Context: an optimization exercise on an open-source flow, tuned for small area, a short achievable clock period and few clock cycles. The choices shown serve that exercise and are no tape-out recipe. At most, simulation tests tie the RTL to the original design; equivalence was not proved.

Design alu_unit, start of the top module:
module alu_unit (
    input  wire        clk,
    input  wire        rst,
    input  wire        in_valid,
    output wire        in_ready,
    input  wire [ 4:0] in_op,
    input  wire [31:0] in_a,
    input  wire [31:0] in_b,
    output reg         out_valid,
    output reg  [31:0] out_result,
    output reg         out_exc
);
  reg        rdy;    
  reg        busy;   
  reg        v1;
  reg [ 4:0] op1;
  reg [31:0] a1;
  reg [31:0] b1;
  reg        first;  
  reg [ 4:0] cnt;    
  reg        bprev;  
  assign in_ready = rdy;
  wire acc     = in_valid & ~busy;
  wire in_long = (in_op[4:1] == 4'b0111);   
  wire o_add  = (op1 == 5'b00000);
  wire o_sub  = (op1 == 5'b00001);
  wire o_slt  = (op1 == 5'b00010);
  wire o_sltu = (op1 == 5'b00011);
  wire o_sll  = (op1 == 5'b01000);
  wire o_srl  = (op1 == 5'b01001);
  wire o_sra  = (op1 == 5'b01010);
  wire o_mul  = (op1 == 5'b01110);
  wire o_div  = (op1 == 5'b01111);
  wire o_sh   = o_sll | o_srl | o_sra;
  wire [5:0] la, lb;
  ALU_bitlen u_la (.x(a1), .n(la));
  ALU_bitlen u_lb (.x(b1), .n(lb));
  wire       b_zero   = (lb == 6'd0);
  wire [6:0] ldiff    = {1'b0, la} - {1'b0, lb};
  wire       div_triv = b_zero | ldiff[6];   
  wire [4:0] d        = ldiff[4:0];          
  wire        sh_left = ~(o_srl | o_sra);
  wire [31:0] sh_in = o_div ? b1 : a1;
  wire [31:0] sh_hi = sh_left ? {1'b0, sh_in[31:1]} : {32{o_sra & a1[31]}};
  wire [31:0] sh_lo = sh_left ? {sh_in[0], 31'b0} : sh_in;
  wire [ 4:0] sh_amt = o_div ? ~d : (o_sll ? ~b1[4:0] : b1[4:0]);
  wire [62:0] f0 = {sh_hi[30:0], sh_lo};
  wire [46:0] f1 = sh_amt[4] ? f0[62:16] : f0[46:0];
  wire [38:0] f2 = sh_amt[3] ? f1[46:8] : f1[38:0];
  wire [34:0] f3 = sh_amt[2] ? f2[38:4] : f2[34:0];
  wire [32:0] f4 = sh_amt[1] ? f3[34:2] : f3[32:0];
  wire [31:0] sh_res = sh_amt[0] ? f4[32:1] : f4[31:0];
  wire o_and  = (op1 == 5'b00100);
  ...
Settings: LEC_CHECK=0, ABC_AREA=1, CAP_MARGIN=20, CORE_MARGIN=2, CORE_UTILIZATION=65, PLACE_DENSITY=0.75, SLEW_MARGIN=20; clock period 64.0 ns.
standard.sh (not shown) runs the stock make flow with config.mk's settings and CLKGATE_MAP_FILE= SYNTH_SCRIPT=/design/flow/synth_recipe.tcl, a recipe that flattens the netlist after the stock synthesis.
==> flow/flow/run.sh <==
#!/bin/bash
set -e
export BUFFER_PORTS_ARGS="-buffer_cell sky130_fd_sc_hd__buf_1"
cp standard.sh standard.sh.copy.txt
bash standard.sh > standard.log 2>&1
Testbench counts at the start, summed over its fixed seeds: cycles 39,421.
Rerun with:
Settings changed: CORE_UTILIZATION 65 to 40, PLACE_DENSITY 0.75 to 0.6.
The changed run completed without violations. Count of clock-buffer cells in the layout increases by 6. Core utilization drops by 26 points. Die area came out higher by 61%. Cell count climbs by 7.5%.
Rerun with:
==> flow/run.sh (new file) <==
#!/bin/bash
# synth_recipe.tcl (not shown) runs the flow's synth.tcl, then flattens the netlist and writes it again
# the make line also repeats each setting of config.mk as NAME=value (left out here)
make -C /OpenROAD-flow-scripts/flow DESIGN_CONFIG=/design/flow/config.mk WORK_HOME=/design/flow/orfs CLKGATE_MAP_FILE= SYNTH_SCRIPT=/design/flow/synth_recipe.tcl finish
removed: flow/flow/run.sh
removed: flow/standard.sh
Outcome: The new run produced a clean layout. Via count increases by 1.3%. Design area went up by 4.8%. Utilization increases by 2.1 points. Setup slack got worse by 400 ps. Wire length climbs by 1.2%. Flip-flop and latch count does not change. Non-clock buffer count went down by 1.


The RTL this note starts from:
==> flow/design.v <==
module ALU_add #(
    parameter W = 32,
    parameter L = 24
) (
    input  wire [W-1:0] x,
    input  wire [W-1:0] y,
    input  wire         ci,
    output wire [W-1:0] s,
    output wire         co
);
  wire [L:0] cl;
  wire [W:L] c0, c1;
  wire [W-1:L] s0, s1;
  assign cl[0] = ci;
  genvar i;
  generate
    for (i = 0; i < L; i = i + 1) begin : g_lo
      assign s[i] = x[i] ^ y[i] ^ cl[i];
      assign cl[i+1] = (x[i] & y[i]) | (x[i] & cl[i]) | (y[i] & cl[i]);
    end
    assign c0[L] = 1'b0;
    assign c1[L] = 1'b1;
    for (i = L; i < W; i = i + 1) begin : g_hi
      assign s0[i] = x[i] ^ y[i] ^ c0[i];
      assign c0[i+1] = (x[i] & y[i]) | (x[i] & c0[i]) | (y[i] & c0[i]);
      assign s1[i] = x[i] ^ y[i] ^ c1[i];
      assign c1[i+1] = (x[i] & y[i]) | (x[i] & c1[i]) | (y[i] & c1[i]);
    end
  endgenerate
  assign s[W-1:L] = cl[L] ? s1 : s0;
  assign co = cl[L] ? c1[W] : c0[W];
endmodule
module ALU_bitlen (
    input  wire [31:0] x,
    output reg  [ 5:0] n
);
  integer i;
  always @(*) begin
    n = 6'd0;
    for (i = 0; i < 32; i = i + 1) if (x[i]) n = i + 1;
  end
endmodule
module alu_unit (
    input  wire        clk,
    input  wire        rst,
    input  wire        in_valid,
    output wire        in_ready,
    input  wire [ 4:0] in_op,
    input  wire [31:0] in_a,
    input  wire [31:0] in_b,
    output reg         out_valid,
    output reg  [31:0] out_result,
    output reg         out_exc
);
  reg        rdy;
  reg        v1;
  reg [ 4:0] op1;
  reg [31:0] a1;
  reg [31:0] b1;
  reg        first;  
  reg [ 4:0] cnt;    
  reg        bprev;  
  assign in_ready = rdy;
  wire acc     = in_valid & rdy;
  wire in_long = (in_op[4:1] == 4'b0111);   
  wire o_add  = (op1 == 5'b00000);
  wire o_sub  = (op1 == 5'b00001);
  wire o_slt  = (op1 == 5'b00010);
  wire o_sltu = (op1 == 5'b00011);
  wire o_sll  = (op1 == 5'b01000);
  wire o_srl  = (op1 == 5'b01001);
  wire o_sra  = (op1 == 5'b01010);
  wire o_mul  = (op1 == 5'b01110);
  wire o_div  = (op1 == 5'b01111);
  wire o_sh   = o_sll | o_srl | o_sra;
  wire [5:0] la, lb;
  ALU_bitlen u_la (.x(a1), .n(la));
  ALU_bitlen u_lb (.x(b1), .n(lb));
  wire       b_zero   = (lb == 6'd0);
  wire [6:0] ldiff    = {1'b0, la} - {1'b0, lb};
  wire       div_triv = b_zero | ldiff[6];   
  wire [4:0] d        = ldiff[4:0];          
  wire        sh_left = ~(o_srl | o_sra);
  wire [31:0] sh_in = o_div ? b1 : a1;
  wire [31:0] sh_hi = sh_left ? {1'b0, sh_in[31:1]} : {32{o_sra & a1[31]}};
  wire [31:0] sh_lo = sh_left ? {sh_in[0], 31'b0} : sh_in;
  wire [ 4:0] sh_amt = o_div ? ~d : (o_sll ? ~b1[4:0] : b1[4:0]);
  wire [62:0] f0 = {sh_hi[30:0], sh_lo};
  wire [46:0] f1 = sh_amt[4] ? f0[62:16] : f0[46:0];
  wire [38:0] f2 = sh_amt[3] ? f1[46:8] : f1[38:0];
  wire [34:0] f3 = sh_amt[2] ? f2[38:4] : f2[34:0];
  wire [32:0] f4 = sh_amt[1] ? f3[34:2] : f3[32:0];
  wire [31:0] sh_res = sh_amt[0] ? f4[32:1] : f4[31:0];
  reg [3:0] lt;
  always @(*) begin
    case (op1)
      5'b00100:  lt = 4'b1000;
      5'b00101:  lt = 4'b0001;
      5'b00110:   lt = 4'b1110;
      5'b00111:  lt = 4'b0110;
      5'b01011:  lt = 4'b1010;
      5'b01100: lt = 4'b0100;
      5'b01101:  lt = 4'b1101;
      default:   lt = 4'b0000;
    endcase
  end
  wire [31:0] lg_res;
  genvar gi;
  generate
    for (gi = 0; gi < 32; gi = gi + 1) begin : g_lg
      assign lg_res[gi] = a1[gi] ? (b1[gi] ? lt[3] : lt[2]) : (b1[gi] ? lt[1] : lt[0]);
    end
  endgenerate
  function [32:0] booth_row;   
    input [31:0] a;
    input [2:0] bits;
    reg one, two, neg;
    begin
      one = bits[1] ^ bits[0];
      two = (bits == 3'b100) | (bits == 3'b011);
      neg = bits[2] & ~(bits[1] & bits[0]);
      booth_row = {neg, ({32{one}} & a | {32{two}} & {a[30:0], 1'b0}) ^ {32{neg}}};
    end
  endfunction
  wire [32:0] r0 = booth_row(a1, {b1[1:0], bprev & ~first});
  wire [32:0] r1 = booth_row(a1, b1[3:1]);
  wire        n0 = r0[32];
  wire        n1 = r1[32];
  wire [31:0] m_acc = first ? 32'b0 : out_result;
  wire [31:0] m_p = r0[31:0];
  wire [31:0] m_q = {r1[29:0], n1, n1};   
  wire [31:0] csa_s = m_acc ^ m_p ^ m_q;
  wire [31:0] csa_c = (m_acc & m_p) | (m_acc & m_q) | (m_p & m_q);
  wire        mul_last = ((b1[31:4] == 28'b0) & ~b1[3]) | (a1[27:0] == 28'b0);
  wire        mul_next_last = ((b1[31:8] == 24'b0) & ~b1[7]) | (a1[23:0] == 24'b0);
  wire [31:0] ax = o_mul ? csa_s : a1;
  wire [31:0] ay = o_mul ? {csa_c[30:0], n1} : (o_add ? b1 : ~b1);
  wire        aci = o_mul ? n0 : ~o_add;
  wire [31:0] sum;
  wire        cout;
  ALU_add #(.W(32), .L(16)) u_add (.x(ax), .y(ay), .ci(aci), .s(sum), .co(cout));
  wire ovf  = (a1[31] ~^ ay[31]) & (a1[31] ^ sum[31]);
  wire slt  = (a1[31] & ~b1[31]) | ((a1[31] ~^ b1[31]) & sum[31]);
  wire sltu = ~cout;
  wire q    = cout;   
  wire [31:0] quo = {out_result[30:0], q};
  wire sel_sum = o_add | o_sub | o_mul;
  wire sel_b0  = o_slt | o_sltu;
  wire [31:0] res_ops = ({32{sel_sum}} & sum) | ({32{o_sh}} & sh_res) | lg_res
                      | {31'b0, sel_b0 & (o_slt ? slt : sltu)};
  wire exc_ops = (o_add | o_sub) & ovf;
  wire mul_go = v1 & o_mul;
  wire div_go = v1 & o_div;
  always @(posedge clk) begin
    if (rdy) begin
      op1 <= in_op;
      a1  <= in_a;
      b1  <= in_b;
    end else if (o_mul) begin
      a1 <= {a1[27:0], 4'b0};
      b1 <= {4'b0, b1[31:4]};
    end else begin   
      if (~first & q) a1 <= sum;
      b1 <= first ? sh_res : {1'b0, b1[31:1]};
    end
    first <= rdy;
    bprev <= b1[3];
    cnt   <= first ? d : cnt - 5'd1;
    if (div_go)
      out_result <= first ? 32'b0 : quo;
    else
      out_result <= res_ops;
    out_exc <= div_go ? first & b_zero : exc_ops;
  end
  always @(posedge clk) begin
    if (rst) begin
      rdy       <= 1'b1;
      v1        <= 1'b0;
      out_valid <= 1'b0;
    end else begin
      out_valid <= 1'b0;
      v1        <= 1'b0;
      if (mul_go) begin
        if (mul_last) begin
          out_valid <= 1'b1;
          rdy       <= 1'b1;
        end else begin
          v1 <= 1'b1;
          if (mul_next_last) rdy <= 1'b1;
        end
      end else if (div_go) begin
        if (first ? div_triv : cnt == 5'd0) begin
          out_valid <= 1'b1;
          rdy       <= 1'b1;
        end else begin
          v1 <= 1'b1;
          if (first ? d == 5'd0 : cnt == 5'd1) rdy <= 1'b1;
        end
      end else begin
        out_valid <= v1;
      end
      if (acc) begin
        v1  <= 1'b1;
        rdy <= ~in_long;
      end
    end
  end
endmodule
Settings: LEC_CHECK=0, ABC_AREA=1, CAP_MARGIN=20, CORE_MARGIN=2, CORE_UTILIZATION=40, PLACE_DENSITY=0.6, SLEW_MARGIN=20; clock period 64.0 ns.
run.sh (not shown) runs the stock make flow with config.mk's settings and CLKGATE_MAP_FILE= SYNTH_SCRIPT=/design/flow/synth_recipe.tcl, a recipe that flattens the netlist after the stock synthesis.
Stock flow here: none of the scripts above is used.
Next try:
ABC_AREA = not set   (was 1)
What happened: The new run ran to the end with no violations. Via count fell by 4.4%. Cell count fell by 13%. Critical path depth is unchanged. Synthesized area rose by 7.1%. Die area rose by 7.0%.
No functional check of the RTL was part of any run of this note.

## port drivers added, routing unchanged
The results above use ideal ports. As a check the final layouts listed here were re-extracted and re-timed, cells and wires unchanged.
Step 1 assumes that a clkbuf_16 drives the clock port and a buf_2 every other input.
Step 2 times the ports against the registers' clock, not the clock port: input delays grow and output delays shrink by t, the midpoint of the rising clock arrivals with the driver on.
a / b / c = no drivers / after step 1 / after step 2; a / b = the first two.
| run | shift t [ns] | slack for setup (ns) | slew at the worst register clock pin (ns) |
|---|---|---|---|
| the first run of note 1 | 0.481 | 49.856 / 49.856 / 49.856 | 0.07 / 0.07 |
| the second run of note 1 | 0.493 | 50.094 / 50.043 / 50.058 | 0.06 / 0.06 |
| the third run of note 1 | 0.497 | 49.690 / 49.641 / 49.691 | 0.07 / 0.07 |
| the first run of note 2 | 0.447 | 49.600 / 49.545 / 49.992 | 0.10 / 0.10 |
| the second run of note 2 | 0.435 | 49.378 / 49.323 / 49.758 | 0.09 / 0.09 |
After both steps setup and hold are still met in every run listed. For the second run of note 1, which loses most, drivers alone change the setup slack by -0.051 ns; drivers and shift together by -0.036 ns.
